This is an optimization exercise on Yosys and OpenROAD, whose aim is small area, not a production implementation.
Where RTL was checked, it was by simulation tests only, not by an equivalence proof against the original.
Power is estimated from default activity; no workload was simulated.

==> inputs of ember <==
==> flow/design.v <==
module button_counter (
    input clk,
    input reset,
    input inc,
    output reg [3:0] q,
    output carry
);
    assign carry = inc & q[0] & q[3];
    always @(posedge clk) begin
        if (reset)
            q <= 4'd0;
        else begin
            q[0] <= q[0] ^ inc;
            q[1] <= q[1] ^ (inc & q[0] & ~q[3]);
            q[2] <= q[2] ^ (inc & q[0] & q[1]);
            q[3] <= q[3] ^ (inc & q[0] & (q[3] | (q[1] & q[2])));
        end
    end
endmodule
module top (
    input clk,              
    input rst,              
    input [2:0] buttons,    
    input sw_left,          
    input sw_right,         
    output [6:0] segments,  
    output [7:0] anodes     
);
    reg a_d, b_d, c_d;
    always @(posedge clk) begin
        a_d <= buttons[0];
        b_d <= buttons[1];
        c_d <= buttons[2];
    end
    reg coinc, coinc_prev, cp, cp_d;
    always @(posedge clk) begin
        if (rst) begin
            coinc <= 1'b0;
            coinc_prev <= 1'b0;
            cp <= 1'b0;
            cp_d <= 1'b0;
        end else begin
            coinc <= a_d & b_d;
            coinc_prev <= coinc;
            cp <= coinc & ~coinc_prev;
            cp_d <= cp;
        end
    end
    localparam [9:0] SUSP_FIRST = 10'd124;
    reg [9:0] susp;
    wire susp_idle = (susp & 10'b0011011011) == 10'b0000000000;
    wire susp_last = (susp & 10'b0100110111) == 10'b0000000001;
    wire susp_first = (susp & 10'b1011111011) == 10'b0001111000;
    wire susp_start = cp & susp_idle;
    always @(posedge clk) begin
        if (rst | susp_last)
            susp <= 10'd0;
        else
            susp <= {susp[8:0], susp[9] ^ susp[2]} | (susp_start ? SUSP_FIRST : 10'd0);
    end
    wire en = susp_idle | susp_first;
    reg a_state, a_prev, b_state, b_prev;
    always @(posedge clk) begin
        if (rst) begin
            a_state <= 1'b0;
            a_prev <= 1'b0;
            b_state <= 1'b0;
            b_prev <= 1'b0;
        end else if (en) begin
            a_state <= a_d;
            a_prev <= a_state;
            b_state <= b_d;
            b_prev <= b_state;
        end
    end
    wire inc_a = en & a_state & ~a_prev;
    wire inc_b = en & b_state & ~b_prev;
    wire [15:0] digits_a, digits_b, digits_c;
    wire [4:0] carry_a, carry_b, carry_c;
    assign carry_a[0] = inc_a;
    assign carry_b[0] = inc_b;
    assign carry_c[0] = cp_d;
    genvar i;
    generate
        for (i = 0; i < 4; i = i + 1) begin : bcd
            button_counter ca (.clk(clk), .reset(rst), .inc(carry_a[i]),
                               .q(digits_a[4*i+3:4*i]), .carry(carry_a[i+1]));
            button_counter cb (.clk(clk), .reset(rst), .inc(carry_b[i]),
                               .q(digits_b[4*i+3:4*i]), .carry(carry_b[i+1]));
            button_counter cc (.clk(clk), .reset(rst), .inc(carry_c[i]),
                               .q(digits_c[4*i+3:4*i]), .carry(carry_c[i+1]));
        end
    endgenerate
    reg c_prev, c_pulse;
    always @(posedge clk) begin
        if (rst) begin
            c_prev <= 1'b0;
            c_pulse <= 1'b0;
        end else begin
            c_prev <= c_d;
            c_pulse <= c_d & ~c_prev;
        end
    end
    reg measuring;
    reg [2:0] t_hun, s_hun;
    reg [3:0] t_ten, t_one, s_ten, s_one;
    wire timeout = t_hun[2] & t_hun[1] & t_ten[2] & t_ten[1];  
    wire stop = measuring & (c_pulse | timeout);
    wire run = measuring & ~stop;
    wire one9 = t_one[3] & t_one[0];
    wire ten9 = t_ten[3] & t_ten[0];
    always @(posedge clk) begin
        if (rst)
            measuring <= 1'b0;
        else
            measuring <= measuring ? ~(c_pulse | timeout) : cp;
        if (rst | ~run) begin
            t_one <= 4'd0;
            t_ten <= 4'd0;
            t_hun <= 3'd0;
        end else begin
            t_one <= one9 ? 4'd0 : t_one + 4'd1;
            if (one9) begin
                t_ten <= ten9 ? 4'd0 : t_ten + 4'd1;
                if (ten9)
                    t_hun <= t_hun + 3'd1;
            end
        end
        if (rst) begin
            s_one <= 4'd0;
            s_ten <= 4'd0;
            s_hun <= 3'd0;
        end else if (stop) begin
            s_one <= t_one;
            s_ten <= t_ten;
            s_hun <= t_hun;
        end
    end
    wire [15:0] digits_d = {4'd0, 1'b0, s_hun, s_ten, s_one};
    localparam [7:0] SCAN_RESET = 8'd156;
    localparam [7:0] SCAN_FIRST = 8'd188;
    reg [7:0] scan;
    reg [2:0] cur;
    wire tick = (scan & 8'b11111010) == 8'b10010010;
    always @(posedge clk) begin
        if (rst) begin
            scan <= SCAN_RESET;
            cur <= 3'd0;
        end else begin
            scan <= tick ? SCAN_FIRST : {scan[6:0], scan[7] ^ scan[2]};
            cur <= cur + {2'b00, tick};
        end
    end
    wire [1:0] mode = {sw_left, sw_right};
    reg [3:0] digit;
    always @(*) begin
        case (mode)
            2'b00: digit = cur[2] ? digits_b[4*cur[1:0] +: 4] : digits_a[4*cur[1:0] +: 4];
            2'b01: digit = digits_c[4*cur[1:0] +: 4];
            default: digit = digits_d[4*cur[1:0] +: 4];
        endcase
    end
    wire blank = (sw_left & sw_right) | ((sw_left | sw_right) & cur[2]);
    reg [6:0] seg;
    always @(*) begin
        case (digit)
            4'd0: seg = 7'b0000001;
            4'd1: seg = 7'b1001111;
            4'd2: seg = 7'b0010010;
            4'd3: seg = 7'b0000110;
            4'd4: seg = 7'b1001100;
            4'd5: seg = 7'b0100100;
            4'd6: seg = 7'b0100000;
            4'd7: seg = 7'b0001111;
            4'd8: seg = 7'b0000000;
            4'd9: seg = 7'b0000100;
            default: seg = 7'b1111111;
        endcase
    end
    assign segments = seg | {7{blank}};
    assign anodes = (sw_left & sw_right) ? 8'hFF : ~(8'b00000001 << cur);
endmodule
==> flow/run.sh <==
#!/bin/bash
# synth_recipe.tcl (not shown) runs the flow's synth.tcl, then flattens the netlist and writes it again
# the make line also repeats each setting of config.mk as NAME=value (left out here)
make -C /OpenROAD-flow-scripts/flow DESIGN_CONFIG=/design/flow/config.mk WORK_HOME=/design/flow/orfs CLKGATE_MAP_FILE= SYNTH_SCRIPT=/design/flow/synth_recipe.tcl finish
==> flow/config.mk <==
export PLATFORM = sky130hd
export DESIGN_NAME = top
export DESIGN_NICKNAME = top
export VERILOG_FILES = /design/flow/design.v
export SDC_FILE = /design/flow/constraint.sdc
export NUM_CORES = 4
export LEC_CHECK = 0
export CAP_MARGIN = 20
export CORE_MARGIN = 2
export CORE_UTILIZATION = 40
export CTS_CLUSTER_DIAMETER = 200
export CTS_CLUSTER_SIZE = 30
export SLEW_MARGIN = 20
==> flow/constraint.sdc <==
create_clock -name core_clock -period 20.0 [get_ports {clk}]
set_input_delay 4.0000 -clock core_clock [delete_from_list [all_inputs] [get_ports {clk}]]
set_output_delay 4.0000 -clock core_clock [all_outputs]
set_load 0.01 [all_outputs]
==> raven: changes against ember <==
--- a/flow/design.v
+++ b/flow/design.v
@@ -37,13 +37,23 @@
         if (rst) begin
-            coinc <= 1'b0;
-            coinc_prev <= 1'b0;
-            cp <= 1'b0;
-            cp_d <= 1'b0;
+            coinc <= 1'b0; coinc_prev <= 1'b0; cp <= 1'b0; cp_d <= 1'b0;
         end else begin
-            coinc <= a_d & b_d;
-            coinc_prev <= coinc;
-            cp <= coinc & ~coinc_prev;
-            cp_d <= cp;
+            coinc <= a_d & b_d; coinc_prev <= coinc; cp <= coinc & ~coinc_prev; cp_d <= cp;
         end
     end
+    wire en;
+    m_susp u_susp (.clk(clk), .rst(rst), .cp(cp), .en(en));
+    wire inc_a, inc_b;
+    m_edge u_edge (.clk(clk), .rst(rst), .en(en), .a_d(a_d), .b_d(b_d), .inc_a(inc_a), .inc_b(inc_b));
+    wire [15:0] digits_a, digits_b, digits_c;
+    m_cnt u_cnta (.clk(clk), .rst(rst), .inc(inc_a), .q(digits_a));
+    m_cnt u_cntb (.clk(clk), .rst(rst), .inc(inc_b), .q(digits_b));
+    m_cnt u_cntc (.clk(clk), .rst(rst), .inc(cp_d), .q(digits_c));
+    wire [10:0] digits_d;
+    m_tdc u_tdc (.clk(clk), .rst(rst), .cp(cp), .c_d(c_d), .q(digits_d));
+    wire [2:0] cur;
+    m_scan u_scan (.clk(clk), .rst(rst), .cur(cur));
+    m_disp u_disp (.sw_left(sw_left), .sw_right(sw_right), .cur(cur), .da(digits_a), .db(digits_b),
+                   .dc(digits_c), .dd(digits_d), .segments(segments), .anodes(anodes));
+endmodule
+module m_susp (input clk, input rst, input cp, output en);
     localparam [9:0] SUSP_FIRST = 10'd124;
@@ -60,3 +70,5 @@
     end
-    wire en = susp_idle | susp_first;
+    assign en = susp_idle | susp_first;
+endmodule
+module m_edge (input clk, input rst, input en, input a_d, input b_d, output inc_a, output inc_b);
     reg a_state, a_prev, b_state, b_prev;
@@ -64,20 +76,13 @@
         if (rst) begin
-            a_state <= 1'b0;
-            a_prev <= 1'b0;
-            b_state <= 1'b0;
-            b_prev <= 1'b0;
+            a_state <= 1'b0; a_prev <= 1'b0; b_state <= 1'b0; b_prev <= 1'b0;
         end else if (en) begin
-            a_state <= a_d;
-            a_prev <= a_state;
-            b_state <= b_d;
-            b_prev <= b_state;
+            a_state <= a_d; a_prev <= a_state; b_state <= b_d; b_prev <= b_state;
         end
     end
-    wire inc_a = en & a_state & ~a_prev;
-    wire inc_b = en & b_state & ~b_prev;
-    wire [15:0] digits_a, digits_b, digits_c;
-    wire [4:0] carry_a, carry_b, carry_c;
-    assign carry_a[0] = inc_a;
-    assign carry_b[0] = inc_b;
-    assign carry_c[0] = cp_d;
+    assign inc_a = en & a_state & ~a_prev;
+    assign inc_b = en & b_state & ~b_prev;
+endmodule
+module m_cnt (input clk, input rst, input inc, output [15:0] q);
+    wire [4:0] c;
+    assign c[0] = inc;
     genvar i;
@@ -85,10 +90,7 @@
         for (i = 0; i < 4; i = i + 1) begin : bcd
-            button_counter ca (.clk(clk), .reset(rst), .inc(carry_a[i]),
-                               .q(digits_a[4*i+3:4*i]), .carry(carry_a[i+1]));
-            button_counter cb (.clk(clk), .reset(rst), .inc(carry_b[i]),
-                               .q(digits_b[4*i+3:4*i]), .carry(carry_b[i+1]));
-            button_counter cc (.clk(clk), .reset(rst), .inc(carry_c[i]),
-                               .q(digits_c[4*i+3:4*i]), .carry(carry_c[i+1]));
+            button_counter d (.clk(clk), .reset(rst), .inc(c[i]), .q(q[4*i+3:4*i]), .carry(c[i+1]));
         end
     endgenerate
+endmodule
+module m_tdc (input clk, input rst, input cp, input c_d, output [10:0] q);
     reg c_prev, c_pulse;
@@ -96,7 +98,5 @@
         if (rst) begin
-            c_prev <= 1'b0;
-            c_pulse <= 1'b0;
+            c_prev <= 1'b0; c_pulse <= 1'b0;
         end else begin
-            c_prev <= c_d;
-            c_pulse <= c_d & ~c_prev;
+            c_prev <= c_d; c_pulse <= c_d & ~c_prev;
         end
@@ -106,3 +106,3 @@
     reg [3:0] t_ten, t_one, s_ten, s_one;
-    wire timeout = t_hun[2] & t_hun[1] & t_ten[2] & t_ten[1];  
+    wire timeout = t_hun[2] & t_hun[1] & t_ten[2] & t_ten[1];
     wire stop = measuring & (c_pulse | timeout);
@@ -117,5 +117,3 @@
         if (rst | ~run) begin
-            t_one <= 4'd0;
-            t_ten <= 4'd0;
-            t_hun <= 3'd0;
+            t_one <= 4'd0; t_ten <= 4'd0; t_hun <= 3'd0;
         end else begin
@@ -129,12 +127,10 @@
         if (rst) begin
-            s_one <= 4'd0;
-            s_ten <= 4'd0;
-            s_hun <= 3'd0;
+            s_one <= 4'd0; s_ten <= 4'd0; s_hun <= 3'd0;
         end else if (stop) begin
-            s_one <= t_one;
-            s_ten <= t_ten;
-            s_hun <= t_hun;
+            s_one <= t_one; s_ten <= t_ten; s_hun <= t_hun;
         end
     end
-    wire [15:0] digits_d = {4'd0, 1'b0, s_hun, s_ten, s_one};
+    assign q = {s_hun, s_ten, s_one};
+endmodule
+module m_scan (input clk, input rst, output reg [2:0] cur);
     localparam [7:0] SCAN_RESET = 8'd156;
@@ -142,3 +138,2 @@
     reg [7:0] scan;
-    reg [2:0] cur;
     wire tick = (scan & 8'b11111010) == 8'b10010010;
@@ -146,4 +141,3 @@
         if (rst) begin
-            scan <= SCAN_RESET;
-            cur <= 3'd0;
+            scan <= SCAN_RESET; cur <= 3'd0;
         end else begin
@@ -153,2 +147,6 @@
     end
+endmodule
+module m_disp (input sw_left, input sw_right, input [2:0] cur, input [15:0] da, input [15:0] db,
+               input [15:0] dc, input [10:0] dd, output [6:0] segments, output [7:0] anodes);
+    wire [15:0] digits_d = {5'd0, dd};
     wire [1:0] mode = {sw_left, sw_right};
@@ -157,4 +155,4 @@
         case (mode)
-            2'b00: digit = cur[2] ? digits_b[4*cur[1:0] +: 4] : digits_a[4*cur[1:0] +: 4];
-            2'b01: digit = digits_c[4*cur[1:0] +: 4];
+            2'b00: digit = cur[2] ? db[4*cur[1:0] +: 4] : da[4*cur[1:0] +: 4];
+            2'b01: digit = dc[4*cur[1:0] +: 4];
             default: digit = digits_d[4*cur[1:0] +: 4];
==> flow/flow/run.sh (new file) <==
#!/bin/bash
# Own flow: the standard layout with an area-oriented ABC script in synthesis,
# buf_1 port buffers and a clock tree without dummy loads.
set -euo pipefail
export FLOW_SYNTH_TCL="$PWD/synth_recipe.tcl"
bash standard.sh \
  "SYNTH_SCRIPT=$PWD/flow/synth.tcl" \
  "BUFFER_PORTS_ARGS=-buffer_cell sky130_fd_sc_hd__buf_1" \
  "CTS_ARGS=-sink_clustering_enable -repair_clock_nets -dont_use_dummy_load -buf_list sky130_fd_sc_hd__clkbuf_8 -sink_clustering_size 20" \
  finish > standard.log 2>&1
==> flow/flow/area.abc (new file) <==
strash
dch
amap
topo
==> flow/flow/synth.tcl (new file) <==
# The standard synthesis (synth_recipe.tcl) with ABC run on an area-oriented script.
# Registers are mapped before ABC runs, so they come out as in the standard synthesis.
set area_script [file join [file dirname [info script]] area.abc]
proc abc {args} {
  global area_script
  set i [lsearch -exact $args -script]
  if { $i >= 0 } {
    set args [lreplace $args [expr {$i + 1}] [expr {$i + 1}] $area_script]
  }
  yosys abc {*}$args
}
source $::env(FLOW_SYNTH_TCL)
==> flow/standard.sh (new file) <==
#!/bin/bash
# synth_recipe.tcl (not shown) runs the flow's synth.tcl, then flattens the netlist and writes it again
# the make line also repeats each setting of config.mk as NAME=value (left out here)
make -C /OpenROAD-flow-scripts/flow DESIGN_CONFIG=/design/flow/config.mk WORK_HOME=/design/flow/orfs CLKGATE_MAP_FILE= SYNTH_SCRIPT=/design/flow/synth_recipe.tcl "${@:-finish}"
Settings changed: CTS_CLUSTER_DIAMETER 200 to unset, CTS_CLUSTER_SIZE 30 to unset.
removed: flow/run.sh
==> zinc: changes against ember <==
Settings changed: CTS_BUF_LIST set to sky130_fd_sc_hd__clkbuf_8, CTS_CLUSTER_DIAMETER 200 to unset, CTS_CLUSTER_SIZE 30 to 20.
==> run notes <==
	raven	zinc	ember
Result of the run	timing/DRC/antenna clean	timing/DRC/antenna clean	timing/DRC/antenna clean
Total buffers and inverters traversed by the critical path	4	3	3
Cell area after layout	4649 um^2	5220 um^2	5321 um^2
Wire length on met2	3.913 mm	3.961 mm	4.005 mm
Design Power	0.0003354 W	0.0003886 W	0.0004331 W
Worst vdd ir	54.10 uV	59.48 uV	50.19 uV
Core Region	10320 um^2	11420 um^2	11420 um^2
Total Routed Length	8.791 mm	8.752 mm	8.774 mm
Comb power frac	0.053	0.062	0.055
Worst setup endpoint	segments[0]	segments[2]	segments[2]
Average instance area after synthesis	8.748 um^2	9.284 um^2	9.284 um^2
Post-synthesis sequential area ratio	0.4934	0.4484	0.4484
Combinational group power	0.0000178 W	0.0000239 W	0.0000239 W
Share of synthesized area spent on multiplexers	0	0.07980	0.07980
Number of global-route vias before repair	3198	3159	3205
First-pass GRT wire length	15.12 mm	15.10 mm	15.23 mm
The RTL of raven was laid out without a check of its function.

==> port drivers added, routing unchanged <==
Ports are ideal in the flow. The routed layouts listed here were re-timed in OpenROAD. Step 1: set_driving_cell puts a clkbuf_16 on clk and a buf_2 on each other input, an assumption about the parent block. Step 2, shift: input delay + t, output delay - t, t = (earliest + latest rising clock arrival at the registers) / 2. This alone moves slack from input paths to output paths. Slacks: no drivers / after step 1 / after step 2; pairs: no drivers / after step 1.
run	t, ns	setup slack, ns	hold WS [ns]	latest minus earliest clock arrival (ns)	worst data-port slew with drivers (ns)
ember	0.385	8.447 / 8.424 / 8.424	0.381 / 0.381 / 0.381	0.007 / 0.007	0.04
raven	0.383	9.088 / 9.067 / 9.067	0.390 / 0.390 / 0.390	0.029 / 0.029	0.03
zinc	0.417	8.455 / 8.431 / 8.431	0.385 / 0.385 / 0.385	0.016 / 0.015	0.04
After both steps setup and hold are still met in every run listed. For zinc, which loses most, drivers alone change the setup slack by -0.024 ns; drivers and shift together by -0.024 ns.
